From an optimization exercise on the open Yosys and OpenROAD flow, aimed at small area, a short achievable clock period and few clock cycles; shortcuts taken in it are not production practice. RTL that was checked went through simulation tests only; none was proved equivalent to the original.

Setup of trial 56:
==> module HT_TOP, before the edit <==
module HT_TOP (
  input clk,
  input rst_n,
  input in_valid,
  input [2:0] in_weight,
  input out_mode,
  output reg out_valid,
  output reg out_code
);
  localparam IDLE = 2'd0, INPUT = 2'd1, MERGE = 2'd2, OUTPUT = 2'd3;
  reg [1:0] state;
  reg [2:0] cnt;
  reg mode;
  reg last;            
  reg [4:0] W[0:6];    
  reg [4:0] xw;        
  reg [2:0] p[0:4];    
  reg inx[0:4];        
  reg [7:0] cr[0:4];   
  integer i, k;
  wire inmode = (state == IDLE) || (state == INPUT);
  wire [8:0] ce;
  genvar g;
  generate
    for (g = 0; g < 7; g = g + 1) begin : g_ce
      SORT_IP cmp (.a(xw), .b(W[g]), .le(ce[g]));
    end
  endgenerate
  assign ce[8:7] = 2'b11;
  wire [4:0] Wx[0:8];
  generate
    for (g = 0; g < 7; g = g + 1) begin : g_wx
      assign Wx[g] = W[g];
    end
  endgenerate
  assign Wx[7] = 5'd31;
  assign Wx[8] = 5'd31;
  reg [7:0] B;   
  reg [2:0] P;   
  always @(*) begin
    for (i = 0; i < 7; i = i + 1) B[i] = (i + cnt < 8) || !ce[i];
    B[7] = 1'b0;
    P = 3'd0;
    for (i = 1; i < 7; i = i + 1) if (B[i]) P = i;
  end
  wire md = (state == IDLE) ? out_mode : mode;
  reg [2:0] ls;
  always @(*) begin
    case (cnt)
      3'd0: ls = md ? 3'd3 : 3'd5;   
      3'd1: ls = md ? 3'd4 : 3'd5;   
      3'd2: ls = md ? 3'd1 : 3'd5;   
      3'd3: ls = md ? 3'd5 : 3'd4;   
      3'd4: ls = 3'd0;               
      3'd5: ls = md ? 3'd2 : 3'd1;   
      3'd6: ls = md ? 3'd5 : 3'd2;   
      default: ls = md ? 3'd5 : 3'd3;   
    endcase
  end
  wire cA = ce[0];
  wire cC = !ce[1];
  wire cB = !cA && !cC;
  wire [4:0] s01 = W[0] + W[1];
  wire [4:0] s0x = W[0] + xw;
  wire [4:0] sum = cC ? s01 : s0x;
  wire t01, t0x;
  SORT_IP c01 (.a(s01), .b(xw), .le(t01));
  SORT_IP c0x (.a(s0x), .b(W[1]), .le(t0x));
  wire xg = cC ? t01 : t0x;
  reg [2:0] Q;   
  always @(*) begin
    Q = 3'd6;
    for (i = 7; i >= 2; i = i - 1) if (ce[i]) Q = i - 2;
  end
  reg inG[0:4], inS[0:4];
  always @(*) begin
    for (i = 0; i < 5; i = i + 1) begin
      inG[i] = cA ? inx[i] : (!inx[i] && p[i] == 3'd0);
      inS[i] = cA ? (!inx[i] && p[i] == 3'd0) : cC ? (!inx[i] && p[i] == 3'd1) : inx[i];
    end
  end
  always @(posedge clk) begin
    if (inmode) begin
      xw <= {2'b00, in_weight};
      for (i = 0; i < 7; i = i + 1)
        if (i < 6 && B[i+1]) W[i] <= W[i+1];
        else if (B[i]) W[i] <= xw;
      for (i = 0; i < 5; i = i + 1) begin
        inx[i] <= (ls == i);
        if (inx[i]) p[i] <= P;
        else if (B[p[i]]) p[i] <= p[i] - 3'd1;
        cr[i] <= 8'd1;
      end
    end else if (state == MERGE) begin
      xw <= sum;
      for (i = 0; i < 7; i = i + 1)
        if (!cC || (ce[i+2] && ce[i+1])) W[i] <= Wx[i+1];
        else if (ce[i+2]) W[i] <= xw;
        else W[i] <= Wx[i+2];
      for (i = 0; i < 5; i = i + 1) begin
        inx[i] <= inG[i] || inS[i];
        if (inx[i] && !(inG[i] || inS[i])) p[i] <= Q;
        else if (cC && !ce[p[i]]) p[i] <= p[i] - 3'd2;
        else p[i] <= p[i] - 3'd1;
        if (last && i != 0) begin
          if (inG[i] || inS[i]) cr[i] <= {cr[i][5:0], inG[i], xg};
          else cr[i] <= {cr[i][6:0], !xg};
        end else if (inG[i] || inS[i]) cr[i] <= {cr[i][6:0], inG[i]};
      end
    end else begin
      if (cr[0] == 8'd1) begin
        cr[0] <= {1'b0, cr[1][7:1]};
        cr[1] <= cr[2];
        cr[2] <= cr[3];
        cr[3] <= cr[4];
        cr[4] <= 8'd0;
      end else cr[0] <= {1'b0, cr[0][7:1]};
    end
  end
  always @(posedge clk) begin
    if (state == IDLE) mode <= out_mode;
    last <= (state == MERGE) && (cnt == 3'd4);
    if (state == IDLE && !in_valid) cnt <= 3'd0;
    else if (state == INPUT && cnt == 3'd7) cnt <= 3'd0;
    else cnt <= cnt + 3'd1;
  end
  always @(posedge clk, negedge rst_n) begin
    if (!rst_n) begin
      state <= IDLE;
      out_valid <= 1'b0;
      out_code <= 1'b0;
    end else begin
      case (state)
        IDLE: if (in_valid) state <= INPUT;
        INPUT: if (cnt == 3'd7) state <= MERGE;
        MERGE:
        if (last) begin
          state <= OUTPUT;
          out_valid <= 1'b1;
          out_code <= (inG[0] || inS[0]) ~^ xg;
        end
        default:
        if (cr[0] != 8'd1) out_code <= cr[0][0];
        else if (cr[1] != 8'd0) out_code <= cr[1][0];
        else begin
          state <= IDLE;
          out_valid <= 1'b0;
          out_code <= 1'b0;
        end
      endcase
    end
  end
endmodule
export LEC_CHECK = 0
export CAP_MARGIN = 20
export CORE_MARGIN = 2
export CORE_UTILIZATION = 40
export SLEW_MARGIN = 20
create_clock -name core_clock -period 15.0 [get_ports {clk}]
run.sh (not shown) runs the stock make flow with config.mk's settings and CLKGATE_MAP_FILE= SYNTH_SCRIPT=/design/flow/synth_recipe.tcl, a recipe that flattens the netlist after the stock synthesis.
Trial 56 | stages: all done | timing, DRC, antenna: all pass
> inputs changed (trial 56 -> build 95)
--- a/flow/design.v
+++ b/flow/design.v
@@ -25,11 +25,12 @@
   reg [2:0] cnt;
   reg mode;
   reg last;            
+  reg xgr;             
   reg [4:0] W[0:6];    
   reg [4:0] xw;        
   reg [2:0] p[0:4];    
   reg inx[0:4];        
-  reg [7:0] cr[0:4];   
+  reg [6:0] cr[0:4];   
   integer i, k;
   wire inmode = (state == IDLE) || (state == INPUT);
   wire [8:0] ce;
@@ -56,20 +57,20 @@
     P = 3'd0;
     for (i = 1; i < 7; i = i + 1) if (B[i]) P = i;
   end
-  wire md = (state == IDLE) ? out_mode : mode;
-  reg [2:0] ls;
-  always @(*) begin
-    case (cnt)
-      3'd0: ls = md ? 3'd3 : 3'd5;   
-      3'd1: ls = md ? 3'd4 : 3'd5;   
-      3'd2: ls = md ? 3'd1 : 3'd5;   
-      3'd3: ls = md ? 3'd5 : 3'd4;   
-      3'd4: ls = 3'd0;               
-      3'd5: ls = md ? 3'd2 : 3'd1;   
-      3'd6: ls = md ? 3'd5 : 3'd2;   
-      default: ls = md ? 3'd5 : 3'd3;   
+  function automatic [2:0] slot(input [2:0] n, input md);
+    case (n)
+      3'd0: slot = md ? 3'd3 : 3'd5;   
+      3'd1: slot = md ? 3'd4 : 3'd5;   
+      3'd2: slot = md ? 3'd1 : 3'd5;   
+      3'd3: slot = md ? 3'd5 : 3'd4;   
+      3'd4: slot = 3'd0;               
+      3'd5: slot = md ? 3'd2 : 3'd1;   
+      3'd6: slot = md ? 3'd5 : 3'd2;   
+      default: slot = md ? 3'd5 : 3'd3;   
     endcase
-  end
+  endfunction
+  wire [2:0] sx = slot(cnt - 3'd1, mode);   
+  wire [2:0] sv = slot(3'd7, mode);         
   wire cA = ce[0];
   wire cC = !ce[1];
   wire cB = !cA && !cC;
@@ -99,10 +100,10 @@
         if (i < 6 && B[i+1]) W[i] <= W[i+1];
         else if (B[i]) W[i] <= xw;
       for (i = 0; i < 5; i = i + 1) begin
-        inx[i] <= (ls == i);
-        if (inx[i]) p[i] <= P;
-        else if (B[p[i]]) p[i] <= p[i] - 3'd1;
-        cr[i] <= 8'd1;
+        inx[i] <= (sv == i);
+        if (sx == i) p[i] <= P;
+        else if (!ce[p[i]]) p[i] <= p[i] - 3'd1;
+        cr[i] <= 7'd1;
       end
     end else if (state == MERGE) begin
       xw <= sum;
@@ -115,24 +116,23 @@
         if (inx[i] && !(inG[i] || inS[i])) p[i] <= Q;
         else if (cC && !ce[p[i]]) p[i] <= p[i] - 3'd2;
         else p[i] <= p[i] - 3'd1;
-        if (last && i != 0) begin
-          if (inG[i] || inS[i]) cr[i] <= {cr[i][5:0], inG[i], xg};
-          else cr[i] <= {cr[i][6:0], !xg};
-        end else if (inG[i] || inS[i]) cr[i] <= {cr[i][6:0], inG[i]};
+        if (inG[i] || inS[i]) cr[i] <= {cr[i][5:0], inG[i]};
       end
     end else begin
-      if (cr[0] == 8'd1) begin
-        cr[0] <= {1'b0, cr[1][7:1]};
+      if (cr[0] == 7'd1) begin
+        cr[0] <= cr[1];
+        for (i = 0; i < 4; i = i + 1) inx[i] <= inx[i+1];
         cr[1] <= cr[2];
         cr[2] <= cr[3];
         cr[3] <= cr[4];
-        cr[4] <= 8'd0;
-      end else cr[0] <= {1'b0, cr[0][7:1]};
+        cr[4] <= 7'd0;
+      end else cr[0] <= {1'b0, cr[0][6:1]};
     end
   end
   always @(posedge clk) begin
     if (state == IDLE) mode <= out_mode;
     last <= (state == MERGE) && (cnt == 3'd4);
+    if (last) xgr <= xg;
     if (state == IDLE && !in_valid) cnt <= 3'd0;
     else if (state == INPUT && cnt == 3'd7) cnt <= 3'd0;
     else cnt <= cnt + 3'd1;
@@ -153,8 +153,8 @@
           out_code <= (inG[0] || inS[0]) ~^ xg;
         end
         default:
-        if (cr[0] != 8'd1) out_code <= cr[0][0];
-        else if (cr[1] != 8'd0) out_code <= cr[1][0];
+        if (cr[0] != 7'd1) out_code <= cr[0][0];
+        else if (cr[1] != 7'd0) out_code <= inx[1] ~^ xgr;   
         else begin
           state <= IDLE;
           out_valid <= 1'b0;
## What came out
- Build 95: full flow OK, the timing, DRC and antenna checks passed
- The global-route total usage across every layer in build 95 sits 0.68 points above the value recorded for trial 56.
- For die area, dividing the value from trial 56 by the value from build 95 gives 1.06.
- Of the two values seen for most common cell after layout, fill and taps aside, nand2_1 was produced by trial 56 and nor2_1 by build 95.
- Diff trial 56..build 95 | final setup violation count | unchanged
- Fmax | build 95 vs trial 56 | build 95 faster
- Changes observed in build 95 relative to trial 56: final wirelength decreased by 5.6% relative to the old numbers; global routing usage on met3 decreased by 0.84 points relative to the old numbers.
- There was hardly any difference in adder-cell area share of the yosys netlist between build 95 and trial 56.
Testbench counts of build 95, summed over its fixed seeds: cycles 31,191.
For trial 56, only the layout was checked, not whether the RTL still works.

## what the ideal ports hide
The flow's constraints put no driver on any port. The routed layouts listed below were extracted and timed again, unchanged, in two steps.
Step 1 (the two cells are an assumption about what drives the block):
set clk [get_ports {clk}]
set_driving_cell -lib_cell sky130_fd_sc_hd__clkbuf_16 $clk
set_driving_cell -lib_cell sky130_fd_sc_hd__buf_2 [delete_from_list [all_inputs] $clk]
Step 2 moves the port delays by t, midway between the first and last clock arrival at a register: inputs arrive t later, outputs are due t later. That takes back most of the time a late clock gives input paths.
a / b / c = ideal / step 1 / step 2; a / b = the first two.
run | shift t [ns] | slack for setup (ns) | worst hold slack (ns) | cell pins on the clock port's net
trial 56 | 0.413 | 10.525 / 10.552 / 10.138 | 0.452 / 0.452 / 0.452 | 1
build 95 | 0.408 | 10.736 / 10.689 / 10.467 | 0.455 / 0.455 / 0.455 | 1
After both steps setup and hold are still met in every run listed. For trial 56, which loses most, drivers alone change the setup slack by +0.027 ns; drivers and shift together by -0.387 ns.
